This is an optimization exercise on Yosys and OpenROAD, whose aim is small area, not a production implementation.
At most, simulation tests tie the RTL to the original design; equivalence was not proved.

==> flow/design.v (excerpt) <==
module inc_cond_mppt (
    input wire clk,
    input wire reset,
    input wire start,
    input wire [15:0] voltage_in,
    input wire [15:0] current_in,
    output wire [15:0] duty_cycle,
    output reg mpp_found,
    output wire [15:0] power_out
);
    reg [7:0] duty_hi;    
    reg       duty_mid;   
    reg       duty_lo;    
    assign duty_cycle = {2'b00, duty_hi, {5{duty_mid}}, duty_lo};
    reg calc, upd;
    reg [15:0] v_prev, i_prev;
    always @(posedge clk) begin
        v_prev <= voltage_in;
        i_prev <= current_in;
    end
    wire i_eq = current_in == i_prev;
    wire i_gt = current_in > i_prev;
    wire v_eq = voltage_in == v_prev;
    wire v_gt = voltage_in > v_prev;
    wire up = v_eq ? i_gt : (i_gt == v_gt);
    wire hi_max = &duty_hi;
    wire dn_sat = (duty_hi[7:1] == 7'd0) & (duty_hi[0] ? ~duty_lo : 1'b1);
    always @(posedge clk or posedge reset) begin
        if (reset) begin
            calc <= 1'b0;
            upd <= 1'b0;
            duty_hi <= 8'h80;
            duty_mid <= 1'b0;
            duty_lo <= 1'b0;
            mpp_found <= 1'b0;
        end else begin
  ...
==> flow/config.mk <==
export PLATFORM = sky130hd
export DESIGN_NAME = inc_cond_mppt
export DESIGN_NICKNAME = inc_cond_mppt
export VERILOG_FILES = /design/flow/design.v
export SDC_FILE = /design/flow/constraint.sdc
export NUM_CORES = 4
export LEC_CHECK = 0
export CAP_MARGIN = 20
export CORE_MARGIN = 2
export CORE_UTILIZATION = 40
export SLEW_MARGIN = 20
==> flow/constraint.sdc <==
create_clock -name core_clock -period 10.0 [get_ports {clk}]
set_input_delay 2.0000 -clock core_clock [delete_from_list [all_inputs] [get_ports {clk}]]
set_output_delay 2.0000 -clock core_clock [all_outputs]
set_load 0.01 [all_outputs]
standard.sh (not shown) runs the stock make flow with config.mk's settings and CLKGATE_MAP_FILE= SYNTH_SCRIPT=/design/flow/synth_recipe.tcl, a recipe that flattens the netlist after the stock synthesis.
==> flow/flow/run.sh <==
#!/bin/bash
# Layout flow: the standard ORFS flow, except that
#  - the adder cells mfa/mha of the RTL are mapped straight onto the
#    sky130 full/half adder cells (map.py), and Yosys's own full-adder
#    extraction is off (the design's adders are already explicit),
#  - ABC uses an area-oriented mapping script (abc.script),
#  - port buffers use the smallest buffer cell.
# Each tool's output goes to a log in this folder (make.log, orfs/logs/).
set -euo pipefail
W=$(pwd)
F=$W/flow
python3 $F/map.py $W/design.v $W/design_mapped.v
sed "s#^\(\s*\)log_cmd abc {\*}\$abc_args#\1log_cmd abc {*}[lreplace \$abc_args 1 1 $F/abc.script]#" \
  $FLOW_HOME/scripts/synth.tcl > $W/flow_synth.tcl
grep -q "lreplace" $W/flow_synth.tcl
sed "s#source \$::env(SCRIPTS_DIR)/synth.tcl#source $W/flow_synth.tcl#" $W/synth_recipe.tcl > $W/flow_synth_recipe.tcl
grep -q "flow_synth.tcl" $W/flow_synth_recipe.tcl
sed "s#^export VERILOG_FILES = .*#export VERILOG_FILES = $W/design_mapped.v#" $W/config.mk > $W/flow_config.mk
source $F/settings.sh
make -C $FLOW_HOME DESIGN_CONFIG=$W/flow_config.mk WORK_HOME=$W/orfs CLKGATE_MAP_FILE= \
  SYNTH_SCRIPT=$W/flow_synth_recipe.tcl ADDER_MAP_FILE= \
  "${MAKE_ARGS[@]}" finish > $W/make.log 2>&1
: # left out here: write the final layout as DEF
==> flow/flow/abc.script <==
strash
&get -n
&fraig -x
&put
scorr
dc2
strash
&get -n
&dch -f
&nf
&put
topo
stime -c
==> flow/flow/map.py <==
#!/usr/bin/env python3
# Replace the bodies of the adder modules mfa/mha with sky130 cells.
import re, sys
src = open(sys.argv[1]).read()
cells = {
    'mfa': "  sky130_fd_sc_hd__fa_1 u (.A(a), .B(b), .CIN(c), .SUM(s), .COUT(co));\n",
    'mha': "  sky130_fd_sc_hd__ha_1 u (.A(a), .B(b), .SUM(s), .COUT(co));\n",
}
def rep(m):
    name, ports = m.group(1), m.group(2)
    if name in cells:
        return f"module {name}({ports});\n{cells[name]}endmodule"
    return m.group(0)
out = re.sub(r"module\s+(\w+)\s*\(([^;]*?)\);(.*?)endmodule", rep, src, flags=re.S)
open(sys.argv[2], 'w').write(out)
==> flow/flow/settings.sh <==
MAKE_ARGS=(CAP_MARGIN=20 CORE_MARGIN=2 CORE_UTILIZATION=40 SLEW_MARGIN=20
"BUFFER_PORTS_ARGS=-buffer_cell sky130_fd_sc_hd__buf_2"
)
The first run passed the timing, DRC and antenna checks.
Change:
==> flow/flow/settings.sh (replaced) <==
MAKE_ARGS=(CAP_MARGIN=20 CORE_MARGIN=2 CORE_UTILIZATION=40 SLEW_MARGIN=20
  "BUFFER_PORTS_ARGS=-buffer_cell sky130_fd_sc_hd__buf_1")
Result: The changed run passed the timing, DRC and antenna checks; clock skew barely changes; register-to-register slack is worse by 110 ps; setup slack is worse by 74 ps; first-iteration DRC count goes up by 2.5%; cell count goes up by 2.3%; die area is unchanged; worst hold slack is better by 7.1 ps.
No functional check of the RTL was part of any run of this note.

---

inc_cond_mppt, a different RTL version from the one above (not shown whole).
Size in the first run: roughly 700 cells after synthesis, about 45 flip-flops, roughly 68 I/O pins, ~6300 um^2 of cells after synthesis.
export LEC_CHECK = 0
export CAP_MARGIN = 20
export CORE_MARGIN = 2
export CORE_UTILIZATION = 40
export SLEW_MARGIN = 20
create_clock -name core_clock -period 10.0 [get_ports {clk}]
==> flow/flow/abc.script <==
strash
dch -f
map -a
topo
stime -c
==> flow/flow/place_pre.tcl <==
# Buffer every input and output port (as the standard flow does), with a
# buffer cell sized for each side: inputs drive many loads, outputs one pin.
buffer_ports -inputs -buffer_cell sky130_fd_sc_hd__buf_1
buffer_ports -outputs -buffer_cell sky130_fd_sc_hd__buf_1
==> flow/flow/settings.sh <==
MAKE_ARGS=(CAP_MARGIN=20 CORE_MARGIN=2 CORE_UTILIZATION=40 SLEW_MARGIN=20
DONT_BUFFER_PORTS=1 PRE_GLOBAL_PLACE_TCL=$F/place_pre.tcl
"MIN_BUF_CELL_AND_PORTS=sky130_fd_sc_hd__buf_1 A X"
"GPL_TIMING_DRIVEN=0"
"CTS_BUF_LIST=sky130_fd_sc_hd__clkbuf_4 sky130_fd_sc_hd__clkbuf_8"
"SYNTH_INSBUF=0"
"SETUP_SLACK_MARGIN=-0.15"
)
Scripts as last shown in full above: flow/flow/run.sh, flow/flow/map.py
Then changed:
==> flow/flow/settings.sh (replaced) <==
MAKE_ARGS=(CAP_MARGIN=20 CORE_MARGIN=2 CORE_UTILIZATION=75 SLEW_MARGIN=20
DONT_BUFFER_PORTS=1 PRE_GLOBAL_PLACE_TCL=$F/place_pre.tcl
"MIN_BUF_CELL_AND_PORTS=sky130_fd_sc_hd__buf_1 A X"
"GPL_TIMING_DRIVEN=0"
"CTS_BUF_LIST=sky130_fd_sc_hd__clkbuf_8"
"SYNTH_INSBUF=0"
"SETUP_SLACK_MARGIN=-0.15"
)
After rerunning: Routed wire length barely changes.
Then changed:
==> flow/flow/settings.sh (replaced) <==
MAKE_ARGS=(CAP_MARGIN=20 CORE_MARGIN=2 CORE_UTILIZATION=40 SLEW_MARGIN=20
DONT_BUFFER_PORTS=1 PRE_GLOBAL_PLACE_TCL=$F/place_pre.tcl
"MIN_BUF_CELL_AND_PORTS=sky130_fd_sc_hd__buf_1 A X"
"GPL_TIMING_DRIVEN=0"
"CTS_ARGS=-sink_clustering_enable -repair_clock_nets -sink_clustering_size 8 -sink_clustering_max_diameter 60 -buf_list sky130_fd_sc_hd__clkbuf_4 -root_buf sky130_fd_sc_hd__clkbuf_8"
"SYNTH_INSBUF=0"
"SETUP_SLACK_MARGIN=-0.15"
)
After rerunning: Register-to-register slack hardly moves. Via count is lower by 7.0%. Die area is higher by about 80%. Fmax is higher by about 0.57%. Global-route usage is lower by 18 points. Core utilization is lower by 39 points.
Then changed:
==> flow/flow/settings.sh (replaced) <==
MAKE_ARGS=(CAP_MARGIN=20 CORE_MARGIN=2 CORE_UTILIZATION=40 SLEW_MARGIN=20
DONT_BUFFER_PORTS=1 PRE_GLOBAL_PLACE_TCL=$F/place_pre.tcl
"MIN_BUF_CELL_AND_PORTS=sky130_fd_sc_hd__buf_1 A X"
"GPL_TIMING_DRIVEN=0"
"CTS_BUF_LIST=sky130_fd_sc_hd__clkbuf_8"
"SYNTH_INSBUF=0"
"SETUP_SLACK_MARGIN=-0.15"
"SKIP_CTS_REPAIR_TIMING=1"
)
=> The changed run produced a clean layout. Setup slack gets better by 0.0034 ns. Cell area grows by a few percent. Maximum frequency hardly moves. Final cell count went up slightly. Routed wire length rises slightly. Non-clock buffer count climbs by 15. Global-route usage barely changes.
Then changed:
--- a/flow/flow/settings.sh
+++ b/flow/flow/settings.sh
@@ -1 +1 @@
-MAKE_ARGS=(CAP_MARGIN=20 CORE_MARGIN=2 CORE_UTILIZATION=40 SLEW_MARGIN=20
+MAKE_ARGS=(CAP_MARGIN=20 CORE_MARGIN=2 CORE_UTILIZATION=60 SLEW_MARGIN=20
@@ -8 +7,0 @@
-"SKIP_CTS_REPAIR_TIMING=1"
Global-route usage is higher by 9.6 points.
Synthesized area is unchanged.
Non-clock buffer count is lower by 14.
Synthesized cell count is unchanged.
Setup slack is better by 0.020 ns.
Clock-buffer cell count is lower by 1.
Core utilization is higher by 21 points.

---

Another version of the RTL of inc_cond_mppt (not shown whole).
Size in the first run: ~710 cells after synthesis, ~45 flip-flops, about 68 I/O pins.
Settings: LEC_CHECK=0, CAP_MARGIN=20, CORE_MARGIN=2, CORE_UTILIZATION=40, SLEW_MARGIN=20; clock period 10.0 ns.
==> flow/flow/place_pre.tcl <==
# Buffer every input and output port (as the standard flow does). Outputs
# drive one pin and a fixed load, so they get the smallest buffer; inputs
# get the smallest buffer too, except the multiplicand bits, which fan out
# to a whole column of Booth selectors and get a stronger one.
buffer_ports -inputs -buffer_cell sky130_fd_sc_hd__buf_1
buffer_ports -outputs -buffer_cell sky130_fd_sc_hd__buf_1
foreach inst [get_cells input*] {
  set net [get_full_name [get_nets -of_objects [get_pins [get_full_name $inst]/A]]]
  if { [string match "voltage_in*" $net] } {
    replace_cell $inst sky130_fd_sc_hd__buf_2
  }
}
==> flow/flow/settings.sh <==
MAKE_ARGS=(CAP_MARGIN=20 CORE_MARGIN=2 CORE_UTILIZATION=40 SLEW_MARGIN=20
DONT_BUFFER_PORTS=1 PRE_GLOBAL_PLACE_TCL=$F/place_pre.tcl
"MIN_BUF_CELL_AND_PORTS=sky130_fd_sc_hd__buf_1 A X"
"GPL_TIMING_DRIVEN=0"
"CTS_BUF_LIST=sky130_fd_sc_hd__clkbuf_8"
"CTS_CLUSTER_SIZE=50"
"CTS_CLUSTER_DIAMETER=200"
"SYNTH_INSBUF=0"
)
Scripts as last shown in full above: flow/flow/run.sh, flow/flow/abc.script, flow/flow/map.py
The first run ran to the end with no violations.
Then changed:
==> flow/flow/abc.script (replaced) <==
strash
dch
map -a
topo
stime -c
==> flow/flow/place_pre.tcl (replaced) <==
# Buffer every input and output port (as the standard flow does), with a
# buffer cell sized for each side: inputs drive many loads, outputs one pin.
buffer_ports -inputs -buffer_cell sky130_fd_sc_hd__buf_1
buffer_ports -outputs -buffer_cell sky130_fd_sc_hd__buf_1
--- a/flow/flow/settings.sh
+++ b/flow/flow/settings.sh
@@ -4,6 +4,4 @@
 "GPL_TIMING_DRIVEN=0"
 "CTS_BUF_LIST=sky130_fd_sc_hd__clkbuf_8"
-"CTS_CLUSTER_SIZE=50"
-"CTS_CLUSTER_DIAMETER=200"
 "SYNTH_INSBUF=0"
 )
What happened:
- The changed run finished with timing, DRC and antenna clean
- die area grows by 0.35%
- via count grows by about 3.6%
- worst setup slack gets better by 0.15 ns
- critical path depth is unchanged
- synthesized cell count grows by about 3.3%

---

Starting RTL as in the previous note.
// inc_cond_mppt
module inc_cond_mppt (
    input wire clk,
    input wire reset,
    input wire start,
    input wire [15:0] voltage_in,
    input wire [15:0] current_in,
    output wire [15:0] duty_cycle,
    output reg mpp_found,
    output wire [15:0] power_out
);
==> flow/config.mk <==
export PLATFORM = sky130hd
export DESIGN_NAME = inc_cond_mppt
export DESIGN_NICKNAME = inc_cond_mppt
export VERILOG_FILES = /design/flow/design.v
export SDC_FILE = /design/flow/constraint.sdc
export NUM_CORES = 4
export LEC_CHECK = 0
export CAP_MARGIN = 20
export CORE_MARGIN = 2
export CORE_UTILIZATION = 40
export SLEW_MARGIN = 20
==> flow/constraint.sdc <==
create_clock -name core_clock -period 10.0 [get_ports {clk}]
set_input_delay 2.0000 -clock core_clock [delete_from_list [all_inputs] [get_ports {clk}]]
set_output_delay 2.0000 -clock core_clock [all_outputs]
set_load 0.01 [all_outputs]
==> flow/flow/abc.script <==
strash
dch -f
map -a
topo
stime -c
==> flow/flow/place_pre.tcl <==
# Buffer every input and output port (as the standard flow does), with a
# buffer cell sized for each side: inputs drive many loads, outputs one pin.
buffer_ports -inputs -buffer_cell sky130_fd_sc_hd__buf_1
buffer_ports -outputs -buffer_cell sky130_fd_sc_hd__buf_1
==> flow/flow/settings.sh <==
MAKE_ARGS=(CAP_MARGIN=20 CORE_MARGIN=2 CORE_UTILIZATION=40 SLEW_MARGIN=20
DONT_BUFFER_PORTS=1 PRE_GLOBAL_PLACE_TCL=$F/place_pre.tcl
"MIN_BUF_CELL_AND_PORTS=sky130_fd_sc_hd__buf_1 A X"
"GPL_TIMING_DRIVEN=0"
"CTS_ARGS=-sink_clustering_enable -repair_clock_nets -sink_clustering_size 50 -sink_clustering_max_diameter 500 -buf_list sky130_fd_sc_hd__clkbuf_16 -root_buf sky130_fd_sc_hd__clkbuf_16"
"SYNTH_INSBUF=0"
)
Scripts as last shown in full above: flow/flow/run.sh, flow/flow/map.py
Change:
==> flow/flow/settings.sh (replaced) <==
MAKE_ARGS=(CAP_MARGIN=20 CORE_MARGIN=2 CORE_UTILIZATION=40 SLEW_MARGIN=20
DONT_BUFFER_PORTS=1 PRE_GLOBAL_PLACE_TCL=$F/place_pre.tcl
"MIN_BUF_CELL_AND_PORTS=sky130_fd_sc_hd__buf_1 A X"
"GPL_TIMING_DRIVEN=0"
"CTS_BUF_LIST=sky130_fd_sc_hd__clkbuf_8"
"SYNTH_INSBUF=0"
)
The changed run finished clean.
Final cell count stays flat.
Non-clock buffer count fell by 1.
Global-route usage stays flat.
Cell area decreases slightly.
Synthesized cell count does not change.
Worst hold slack gets better by 0.0042 ns.
Wire length stays flat.
Die area does not change.
Change:
--- a/flow/flow/settings.sh
+++ b/flow/flow/settings.sh
@@ -5,3 +5,4 @@
 "CTS_BUF_LIST=sky130_fd_sc_hd__clkbuf_8"
 "SYNTH_INSBUF=0"
+"SETUP_SLACK_MARGIN=-0.15"
 )
After rerunning:
- The changed run ran to the end with no violations
- sequential share of layout area goes up by 0.10 points
- first-iteration DRC count drops by 3.4%
- cell area decreases by 0.75%
- area after synthesis stays the same
- synthesized cell count does not change
- fmax fell by 1.6%
- non-clock buffer count is unchanged
Change:
--- a/flow/flow/settings.sh
+++ b/flow/flow/settings.sh
@@ -5,4 +5,4 @@
 "CTS_BUF_LIST=sky130_fd_sc_hd__clkbuf_8"
 "SYNTH_INSBUF=0"
-"SETUP_SLACK_MARGIN=-0.15"
+"RECOVER_POWER=100"
 )
- design area is higher by 0.76%
- core utilization went up by 0.35 points
- hold slack barely changes
- first-iteration DRC count came out higher by 2.5%
- non-clock buffer count stays the same
- clock-buffer cell count stays the same
- via count barely changes
- area after synthesis does not change
Change:
--- a/flow/flow/settings.sh
+++ b/flow/flow/settings.sh
@@ -5,4 +5,4 @@
 "CTS_BUF_LIST=sky130_fd_sc_hd__clkbuf_8"
 "SYNTH_INSBUF=0"
-"RECOVER_POWER=100"
+"SETUP_SLACK_MARGIN=-0.25"
 )
What happened: Via count grows slightly. Synthesized area stays the same. Count of clock-buffer cells in the layout is unchanged. Die area is unchanged. Synthesized cell count stays the same. Sequential cell count is unchanged.

## re-timing with driven ports
How much do the figures lean on ideal ports? The routed layouts below were timed once more, with nothing changed but the port constraints.
Step 1 assumes that a clkbuf_16 drives the clock port and a buf_2 every other input.
Step 2 also shifts input and output timing later by t, the mid clock arrival at the registers, as if the neighbouring blocks saw the same clock.
Slacks: no drivers / after step 1 / after step 2; pairs: no drivers / after step 1.
run | t (ns) | setup slack, ns | clock arrival spread, ns | worst data-port slew with drivers (ns)
the first run of note 1 | 0.308 | 0.555 / 0.531 / 0.531 | 0.005 / 0.005 | 0.04
the second run of note 1 | 0.304 | 0.481 / 0.449 / 0.449 | 0.005 / 0.006 | 0.04
the first run of note 2 | 0.317 | 0.214 / 0.185 / 0.185 | 0.006 / 0.005 | 0.04
the second run of note 2 | 0.322 | 0.159 / 0.136 / 0.136 | 0.005 / 0.005 | 0.05
the third run of note 2 | 0.317 | 0.215 / 0.186 / 0.186 | 0.007 / 0.007 | 0.04
the fourth run of note 2 | 0.317 | 0.218 / 0.198 / 0.198 | 0.009 / 0.008 | 0.04
the fifth run of note 2 | 0.328 | 0.238 / 0.215 / 0.215 | 0.005 / 0.005 | 0.04
the first run of note 3 | 0.323 | 0.327 / 0.296 / 0.291 | 0.009 / 0.009 | 0.04
the second run of note 3 | 0.321 | 0.475 / 0.443 / 0.443 | 0.003 / 0.003 | 0.04
the first run of note 4 | 0.311 | 0.347 / 0.325 / 0.325 | 0.007 / 0.007 | 0.05
the second run of note 4 | 0.321 | 0.405 / 0.374 / 0.263 | 0.012 / 0.013 | 0.05
the third run of note 4 | 0.320 | 0.248 / 0.227 / 0.227 | 0.011 / 0.010 | 0.05
the fourth run of note 4 | 0.321 | 0.413 / 0.381 / 0.261 | 0.012 / 0.013 | 0.05
the fifth run of note 4 | 0.318 | 0.160 / 0.122 / 0.122 | 0.009 / 0.009 | 0.05
After both steps setup and hold are still met in every run listed. The setup slack of the fourth run of note 4, which loses most, moves by -0.032 ns with the drivers and by -0.152 ns with both steps.
